This is an optimization exercise on Yosys and OpenROAD, whose aim is small area, not a production implementation. The RTL was checked by simulation tests, not by an equivalence proof against the original design. Power is estimated from default activity; no workload was simulated.

**config.mk**
```make
export PLATFORM = sky130hd
export DESIGN_NAME = ps2
export DESIGN_NICKNAME = ps2
export VERILOG_FILES = /design/flow/design.v
export SDC_FILE = /design/flow/constraint.sdc
export NUM_CORES = 4
export LEC_CHECK = 0
export ABC_AREA = 1
export CAP_MARGIN = 20
export CORE_MARGIN = 2
export CORE_UTILIZATION = 40
export SLEW_MARGIN = 20
```
**constraint.sdc**
```tcl
create_clock -name core_clock -period 20.0 [get_ports {CLOCK_50}]
set_input_delay 4.0000 -clock core_clock [delete_from_list [all_inputs] [get_ports {CLOCK_50}]]
set_output_delay 4.0000 -clock core_clock [all_outputs]
set_load 0.01 [all_outputs]
```
**design.v**
```verilog
module segdriver(decimal_in, seg);
	output [6:0] seg;
	input [3:0] decimal_in;
	wire [15:0] m = 16'd1 << decimal_in;
	assign seg[0] = |(m & 16'b0010100000010010);
	assign seg[1] = |(m & 16'b1101100001100000);
	assign seg[2] = |(m & 16'b1101000000000100);
	assign seg[3] = |(m & 16'b1000011010010010);
	assign seg[4] = |(m & 16'b0000001010111010);
	assign seg[5] = |(m & 16'b0010000010001110);
	assign seg[6] = |(m & 16'b0001000010000011);
endmodule
module lcd(CLOCK_50, RESET, KEY0, ASCIIData, writeData,
	LCD_ON, LCD_BLON, LCD_EN, LCD_RS, LCD_DATA, LCD_RW);
input CLOCK_50;
input RESET;
input KEY0;
input [6:0] ASCIIData;
input writeData;
output LCD_ON;
output LCD_BLON;
output LCD_EN;
output LCD_RS;
output LCD_RW;
output [7:0] LCD_DATA;
assign LCD_ON = 1'b1;
assign LCD_BLON = 1'b1;
assign LCD_RW = 1'b0;
localparam COUNT = 2'b00, PEND2 = 2'b01, PARK = 2'b10, PEND1 = 2'b11;
reg [1:0] mode;
reg [19:0] C;
reg [1:0] state;
reg [2:0] idx;
reg hi;
reg [3:0] lo;
reg prevWriteData;
reg [7:0] data;
reg rs;
reg F;       
reg done;    
wire run = mode[1] & ~RESET;
wire [19:0] Cstep = {C[18:0], ~(C[19] ^ C[16])};
wire cEq1  = (C == 20'h00001);
wire cEq3  = (C == 20'h00007);
wire cEq21 = (C == 20'hFFFF1);
wire porEnd = (C == 20'hC0007);
wire delayEnd = (C == 20'h56C7C);
assign LCD_EN = F & (C[3] | C[4]);
assign LCD_RS = rs;
assign LCD_DATA = data;
wire wr = writeData & ~prevWriteData;
wire isChar = (ASCIIData >= 7'h20) && (ASCIIData != 7'h7F);
wire loadInst = (idx != 3'd5);
wire load = wr | loadInst;
wire exit1 = ~F | (cEq1 & done);
reg [7:0] instData;
always @* begin
	case (idx)
		3'd0: instData = 8'h38;
		3'd1: instData = 8'h0F;
		3'd2: instData = 8'h01;
		3'd3: instData = 8'h06;
		3'd4: instData = 8'h80;
		default: instData = 8'h00;
	endcase
end
always @(posedge CLOCK_50) begin
	if (RESET) begin
		mode <= COUNT;
		C <= 20'd0;
	end
	else case (mode)
		COUNT: begin
			if (porEnd) begin
				mode <= KEY0 ? PARK : PEND1;
				C <= 20'd0;
			end
			else
				C <= Cstep;
		end
		PEND2: begin
			mode <= COUNT;
			C <= 20'h00003;
		end
		default: begin
			if (mode == PEND1)
				mode <= PEND2;
			else if (!KEY0)
				mode <= PEND1;
			case (state)
				2'd0: C <= load ? Cstep : 20'd0;
				2'd1: C <= exit1 ? 20'h00003 : Cstep;
				2'd2: C <= delayEnd ? 20'd0 : Cstep;
				2'd3: C <= 20'd0;
			endcase
		end
	endcase
end
always @(posedge CLOCK_50) begin
	if (!run) begin
		state <= 2'd0;
		idx <= 3'd0;
		hi <= 1'b0;
		lo <= 4'd0;
		prevWriteData <= 1'b0;
		data <= 8'd0;
		rs <= 1'b0;
		F <= 1'b0;
		done <= 1'b0;
	end
	else begin
		prevWriteData <= writeData;
		if (F && cEq21) begin
			F <= 1'b0;
			done <= 1'b1;
		end
		case (state)
		2'd0: begin
			if (wr) begin
				if (isChar) begin
					data <= {1'b0, ASCIIData};
					rs <= 1'b1;
					if (lo != 4'hF) lo <= lo + 4'd1;
				end
				else begin
					rs <= 1'b0;
					case (ASCIIData)
					7'h11: begin
						hi <= 1'b0;
						data <= {4'b1000, lo};
					end
					7'h12: begin
						hi <= 1'b1;
						data <= {4'b1100, lo};
					end
					7'h13: begin
						if (lo != 4'h0) begin
							lo <= lo - 4'd1;
							data <= {1'b1, hi, 2'b00, lo - 4'd1};
						end
						else
							data <= {1'b1, hi, 2'b00, lo};
					end
					7'h14: begin
						if (lo != 4'hF) begin
							lo <= lo + 4'd1;
							data <= {1'b1, hi, 2'b00, lo + 4'd1};
						end
						else
							data <= {1'b1, hi, 2'b00, lo};
					end
					7'h0D: begin
						hi <= 1'b1;
						lo <= 4'd0;
						data <= 8'hC0;
					end
					7'h1B: begin
						hi <= 1'b0;
						lo <= 4'd0;
						data <= 8'h01;
					end
					default: data <= 8'h00;
					endcase
				end
			end
			else if (loadInst) begin
				data <= instData;
				rs <= 1'b0;
			end
			if (load) begin
				state <= 2'd1;
				F <= 1'b1;
			end
		end
		2'd1: if (exit1) state <= 2'd2;
		2'd2: if (delayEnd) state <= 2'd3;
		2'd3: begin
			if (idx != 3'd5) idx <= idx + 3'd1;
			state <= 2'd0;
		end
		endcase
	end
end
endmodule
module ps2(CLOCK_50, RESET, PS2_CLK, PS2_DAT, LCD_ON, LCD_BLON, LCD_EN,
	LCD_RS, LCD_DATA, LCD_RW, HEX0, HEX1, HEX4, HEX5, GPIO_1, LEDR, KEY);
input CLOCK_50, RESET, PS2_CLK, PS2_DAT;
input [1:0] KEY;
output wire [6:0] HEX0;
output wire [6:0] HEX1;
output wire [6:0] HEX4;
output wire [6:0] HEX5;
output [1:0] GPIO_1;
output [1:0] LEDR;
output LCD_ON;
output LCD_BLON;
output LCD_EN;
output LCD_RS;
output LCD_RW;
output [7:0] LCD_DATA;
reg [2:0] ps2ClkSync;
reg [1:0] ps2DatSync;
always @(posedge CLOCK_50) begin
	ps2ClkSync <= {ps2ClkSync[1:0], PS2_CLK};
	ps2DatSync <= {ps2DatSync[0], PS2_DAT};
end
wire ps2ClkRise = ps2ClkSync[1] & ~ps2ClkSync[2];
wire ps2Dat = ps2DatSync[1];
reg [22:0] porLfsr;
reg resetNeg;
always @(posedge CLOCK_50) begin
	if (RESET) begin
		porLfsr <= 23'd0;
		resetNeg <= 1'b0;
	end
	else begin
		porLfsr <= {porLfsr[21:0], ~(porLfsr[22] ^ porLfsr[17])};
		resetNeg <= resetNeg | (porLfsr == 23'h5FA021);
	end
end
reg [7:0] PS2Data;    
reg prevF0;           
reg [3:0] rxState;    
reg shiftOn;
reg writeData;
reg [6:0] ASCIIData;
wire shiftCode = (PS2Data == 8'h12) || (PS2Data == 8'h59);
wire isF0 = (PS2Data == 8'hF0);
wire brk = isF0 | prevF0;
reg [6:0] a;
wire sh = shiftOn;
always @* begin
	a = 7'h00;
	if (!PS2Data[7])
	case (PS2Data[6:0])
		7'h0E: a = sh ? 7'h7E : 7'h60;
		7'h15: a = sh ? 7'h51 : 7'h71;
		7'h16: a = sh ? 7'h21 : 7'h31;
		7'h1A: a = sh ? 7'h5A : 7'h7A;
		7'h1B: a = sh ? 7'h53 : 7'h73;
		7'h1C: a = sh ? 7'h41 : 7'h61;
		7'h1D: a = sh ? 7'h57 : 7'h77;
		7'h1E: a = sh ? 7'h40 : 7'h32;
		7'h21: a = sh ? 7'h43 : 7'h63;
		7'h22: a = sh ? 7'h58 : 7'h78;
		7'h23: a = sh ? 7'h44 : 7'h64;
		7'h24: a = sh ? 7'h45 : 7'h65;
		7'h25: a = sh ? 7'h24 : 7'h34;
		7'h26: a = sh ? 7'h23 : 7'h33;
		7'h29: a = 7'h20;
		7'h2A: a = sh ? 7'h56 : 7'h76;
		7'h2B: a = sh ? 7'h46 : 7'h66;
		7'h2C: a = sh ? 7'h54 : 7'h74;
		7'h2D: a = sh ? 7'h52 : 7'h72;
		7'h2E: a = sh ? 7'h25 : 7'h35;
		7'h31: a = sh ? 7'h4E : 7'h6E;
		7'h32: a = sh ? 7'h42 : 7'h62;
		7'h33: a = sh ? 7'h48 : 7'h68;
		7'h34: a = sh ? 7'h47 : 7'h67;
		7'h35: a = sh ? 7'h59 : 7'h79;
		7'h36: a = sh ? 7'h5E : 7'h36;
		7'h3A: a = sh ? 7'h4D : 7'h6D;
		7'h3B: a = sh ? 7'h4A : 7'h6A;
		7'h3C: a = sh ? 7'h55 : 7'h75;
		7'h3D: a = sh ? 7'h26 : 7'h37;
		7'h3E: a = sh ? 7'h2A : 7'h38;
		7'h41: a = sh ? 7'h3C : 7'h2C;
		7'h42: a = sh ? 7'h4B : 7'h6B;
		7'h43: a = sh ? 7'h49 : 7'h69;
		7'h44: a = sh ? 7'h4F : 7'h6F;
		7'h45: a = sh ? 7'h29 : 7'h30;
		7'h46: a = sh ? 7'h28 : 7'h39;
		7'h49: a = sh ? 7'h3E : 7'h2E;
		7'h4A: a = sh ? 7'h3F : 7'h2F;
		7'h4B: a = sh ? 7'h4C : 7'h6C;
		7'h4C: a = sh ? 7'h3A : 7'h3B;
		7'h4D: a = sh ? 7'h50 : 7'h70;
		7'h4E: a = sh ? 7'h5F : 7'h2D;
		7'h52: a = sh ? 7'h22 : 7'h27;
		7'h54: a = sh ? 7'h7B : 7'h5B;
		7'h55: a = sh ? 7'h2B : 7'h3D;
		7'h5A: a = 7'h0D;
		7'h5B: a = sh ? 7'h7D : 7'h5D;
		7'h5D: a = sh ? 7'h7C : 7'h60;
		7'h66: a = 7'h08;
		7'h6B: a = 7'h13;
		7'h71: a = 7'h7F;
		7'h72: a = 7'h12;
		7'h74: a = 7'h14;
		7'h75: a = 7'h11;
		7'h76: a = 7'h1B;
		default: a = 7'h00;
	endcase
end
always @(posedge CLOCK_50) begin
	if (RESET || !resetNeg) begin
		rxState <= 4'd0;
		shiftOn <= 1'b0;
		writeData <= 1'b0;
		PS2Data <= 8'd0;
		prevF0 <= 1'b0;
		ASCIIData <= 7'd0;
	end
	else if (ps2ClkRise) begin
		if (rxState == 4'd0) begin
			if (!ps2Dat) begin
				writeData <= 1'b0;
				rxState <= 4'd1;
			end
		end
		else if (rxState != 4'd9) begin
			PS2Data <= {ps2Dat, PS2Data[7:1]};
			rxState <= rxState + 4'd1;
		end
		else begin
			prevF0 <= isF0;
			rxState <= 4'd0;
			if (brk) begin
				if (shiftCode)
					shiftOn <= 1'b0;
			end
			else if (shiftCode)
				shiftOn <= 1'b1;
			else begin
				ASCIIData <= a;
				writeData <= 1'b1;
			end
		end
	end
end
assign GPIO_1[0] = PS2_DAT;
assign GPIO_1[1] = PS2_CLK;
assign LEDR[0] = shiftOn;
assign LEDR[1] = 1'b0;
segdriver make0(PS2Data[3:0], HEX0);
segdriver make1(PS2Data[7:4], HEX1);
segdriver ascii0(ASCIIData[3:0], HEX4);
segdriver ascii1({1'b0, ASCIIData[6:4]}, HEX5);
lcd lcd16x2(.CLOCK_50(CLOCK_50), .RESET(RESET), .KEY0(KEY[0]),
	.ASCIIData(ASCIIData), .writeData(writeData),
	.LCD_ON(LCD_ON), .LCD_BLON(LCD_BLON), .LCD_EN(LCD_EN),
	.LCD_RS(LCD_RS), .LCD_DATA(LCD_DATA), .LCD_RW(LCD_RW));
endmodule
```
**run.sh**
```bash
#!/bin/bash
# synth_recipe.tcl (not shown) runs the flow's synth.tcl, then flattens the netlist and writes it again
# the make line also repeats each setting of config.mk as NAME=value (left out here)
make -C /OpenROAD-flow-scripts/flow DESIGN_CONFIG=/design/flow/config.mk WORK_HOME=/design/flow/orfs CLKGATE_MAP_FILE= SYNTH_SCRIPT=/design/flow/synth_recipe.tcl finish
```
==> run summary <==
-- metal layers --
| layer | track usage, % | vias up | routed length (um) |
|---|---|---|---|
| li1 | - | 3263 | - |
| met1 | 28.7 | 2819 | 7690 |
| met2 | 33.4 | 203 | 7530 |
| met3 | 4.05 | 43 | 981 |
| met4 | 6.98 | 0 | 427 |
| met5 | 0 | - | 0 |
-- cell type report --
type                            count  area (um^2)
Fill cell                        1566         7730
Multi-Input combinational cell    738         3490
Sequential cell                    95         1900
Inverter                          123          462
Timing Repair Buffer               46          458
Clock buffer                       12          246
Tap cell                          184          230
Clock inverter                      3         67.6
-- path summary, 6_finish.rpt --
path                              start                         to  slack (ns)  cells past startpoint
setup reg to reg   shiftOn$_SDFFE_PP0P_  ASCIIData[2]$_SDFFE_PP0P_       17.59                      8
hold / removal    ps2ClkSync[0]$_DFF_P_      ps2ClkSync[1]$_DFF_P_        0.33                      0
hold reg to reg   ps2ClkSync[0]$_DFF_P_      ps2ClkSync[1]$_DFF_P_        0.33                      0
setup / recovery                PS2_DAT                  GPIO_1[0]       10.99                      2
-- Yosys cell counts (2+ instances only) --
cell / count
dfxtp_1: 95
inv_2: 9
o211ai_1: 7
o2111ai_1: 3
nor3_1: 17
nor4_1: 8
nand3_1: 50
nor2_2: 12
ha_1: 15
a21oi_1: 76
or2_2: 4
o21ai_1: 2
clkbuf_1: 16
xor2_1: 4
a211oi_1: 2
a31oi_1: 7
o221ai_1: 2
nand4_1: 30
conb_1: 2
buf_4: 8
o21ai_0: 64
nor2_1: 176
inv_1: 113
o22ai_1: 4
buf_2: 6
nand3b_1: 4
nand2_1: 233
-- logic make-up after synthesis --
kind of cell               count (synthesis)  synth area share (%)
and+or+nand+nor                          539                  38.0
AOI/OAI and AO/OA                        175                  16.1
buffers and inverters                    153                  10.2
DFF                                       95                  31.7
adders and majority gates                 15                  3.13
xor gates and xnor gates                   5                 0.730
other                                      2                 0.125
-- power groups by stage --
stage	sequential, W	combinational (W)	clock, W
2_1_floorplan	0.000195	0.00000435	0
3_3_place_gp	0.000196	0.00000518	0
3_5_place_dp	0.000196	0.00000521	0
4_1_cts	0.000191	0.00000522	0.000186
5_1_grt	0.000191	0.00000588	0.000195
6_report	0.000191	0.00000519	0.000182
-- state kept, by name, summed over array words and instances (netlist names), 2 cells and up --
| signal | flops |
|---|---|
| lcd16x2.C | 20 |
| lcd16x2.lo | 4 |
| rxState | 4 |
| ps2ClkSync | 3 |
| lcd16x2.state | 2 |
| ASCIIData | 7 |
| lcd16x2.mode | 2 |
| ps2DatSync | 2 |
| lcd16x2.data | 8 |
| porLfsr | 23 |
| lcd16x2.idx | 3 |
| PS2Data | 8 |
-- per-stage QoR --
stage / total power, W / worst slack [ns] / area (um^2) / hold slack, ns / util (%)
after CTS: 0.000383 / 10.98 / 6860 / 0.330 / 47.0
after global routing: 0.000393 / 10.97 / 6860 / 0.347 / 47.0
final: 0.000378 / 10.99 / 6860 / 0.326 / 47.0
after floorplan: 0.000200 / 11.88 / 6010 / 0.310 / -
after detailed placement: 0.000201 / 10.98 / 6540 / 0.315 / 44.9
after global placement: 0.000201 / 10.99 / 6540 / 0.311 / 44.9
==> flow_metrics.py <==
metrics = {
    "routing": {
        "wirelength_um": 16600,
        "ant_nets": 0,
        "drt_iter0_markers": 692,
        "wl_per_cell_um": 13.8,
        "vias_per_cell": 5.27,
        "first_pass_iters": 5,
        "drc_errors": 0,
        "via_count": 6328,
    },
    "cts": {
        "worstSkewPairLatency_ns": 0.34,
        "cts.path.max_buffers": 2,
        "root_buffer": "clkbuf_16",
        "clk_pin_slew_worst_paths_ns": 0.06,
        "cts_made_buffers": 9,
        "post-cts-setup-buffers": 0,
        "cts_tree": "built",
        "cts_resized": 0,
        "cts_sinks": 95,
        "htree_levels": 3,
        "cts_hold_buf": 0,
    },
    "timing": {
        "slew_headroom_pct": 36.4,
        "rsz0062_at_grt": "no",
        "fin_skew_ns": 0.00624,
        "drv_slew": 0,
        "hold_viol_final": 0,
        "tightest_slew_ns": 0.953,
        "clock.fmax_mhz": 111,
        "fin_setup_tns_ns": 0,
        "fin_crit_sh_pct": 45.1,
        "setup_violations": 0,
        "min_period_ns": 9.01,
    },
    "synth": {
        "syn_avg_cell_area_um2": 6.10,
        "synthFlopType": "dfxtp_1",
        "syn_area_mm2": 0.00600,
        "yosys_warnings": 2,
        "ys_seq_area_share_pct": 31.7,
        "synth-async-reset-ratio_pct": 0,
        "netlist_top_cells_area": "dfxtp_1 (32%), nand2_1 (15%), nor2_1 (11%)",
        "synth_top_area_share_pct": 31.7,
        "postSynthCellCount": 984,
        "synth_edf_count": 0,
        "yosysTopAreaCell": "dfxtp_1",
        "synth_cell_types": 42,
        "synth_seq_cells": 95,
    },
    "critical_path": {
        "path_common_cell": "clkdlybuf4s50_1",
        "slowest_delay_ns": 0.54,
        "critPathMaxFanout": 2,
        "worst-path-buf-inv": 2,
        "critPathCaptureType": "output port",
        "crit_type": "in -> out",
        "cp_cell_sequence": "clkdlybuf4s50_1, clkdlybuf4s50_1",
        "cpLargestDelayFamily": "buffers and inverters",
        "required_ns": 16.00,
        "critPathArrivalTime_ns": 5.01,
        "cp-start-kind": "input pin",
        "crit_slowest_cell": "clkdlybuf4s50_1",
    },
    "die": {
        "rows": 44,
        "fp.dieH_um": 126,
        "chipWidth_um": 126,
        "io_pins": 51,
        "die-area_mm2": 0.0160,
        "initial_core_util_pct": 41.1,
        "core_mm2": 0.0146,
    },
    "place": {
        "dp_hpwl_um": 12800,
        "io_buffers": 45,
        "place_inst": 1186,
        "gp_congestion": 0.973,
    },
    "final_layout": {
        "stdcell_count": 1201,
        "final_common_cell": "nand2_1",
        "nets": 1034,
        "diodes": 0,
        "drive_gt1_share_pct": 4.33,
        "final_cell_mix": "nand2_1 (233), nor2_1 (176), inv_1 (113), dfxtp_1 (95), a21oi_1 (76)",
        "area_growth_pct": 14.3,
    },
    "global_routing": {
        "track_usage_pct": 21.0,
        "grt_start_max_net_pins": 34,
        "antenna_found_initial": 0,
        "grt_pass1_wl_um": 27900,
        "grt_overflow": 0,
        "first_global_vias": 5696,
    },
    "pwr": {
        "swShare_pct": 19.4,
        "p_switching_w": 0.0000734,
        "p_per_area_mw_per_mm2": 55.1,
        "pwr-share-seq_pct": 50.6,
        "leakage_nw": 2.93,
        "internal_power_w": 0.000305,
        "pwr-share-clk_pct": 48.0,
        "combPwrFrac_pct": 1.4,
        "ir_drop_mv": 0.0425,
    },
    "status": {
        "status": "finished clean",
    },
    "run": {
        "cap_violations": 0,
    },
    "hold_path": {
        "hp-class": "reg -> reg",
    },
}

[static timing again, ports no longer ideal]
No port has a modelled driver above. Below, the same layout with a new extraction and two added sets of constraints.
Step 1 (the two cells are an assumption about what drives the block):
set clk [get_ports {CLOCK_50}]
set_driving_cell -lib_cell sky130_fd_sc_hd__clkbuf_16 $clk
set_driving_cell -lib_cell sky130_fd_sc_hd__buf_2 [delete_from_list [all_inputs] $clk]
Step 2, shift: input delay + t, output delay - t, t = (earliest + latest rising clock arrival at the registers) / 2. This alone moves slack from input paths to output paths.
a / b / c = ideal / step 1 / step 2; a / b = the first two.
t (ns): 0.378
setup slack, ns: 10.987 / 10.964 / 10.964
slew at the worst register clock pin (ns): 0.07 / 0.07
cell pins on the clock port's net: 1
After both steps setup and hold are still met in this run. For this run, drivers alone change the setup slack by -0.023 ns; drivers and shift together by -0.023 ns.
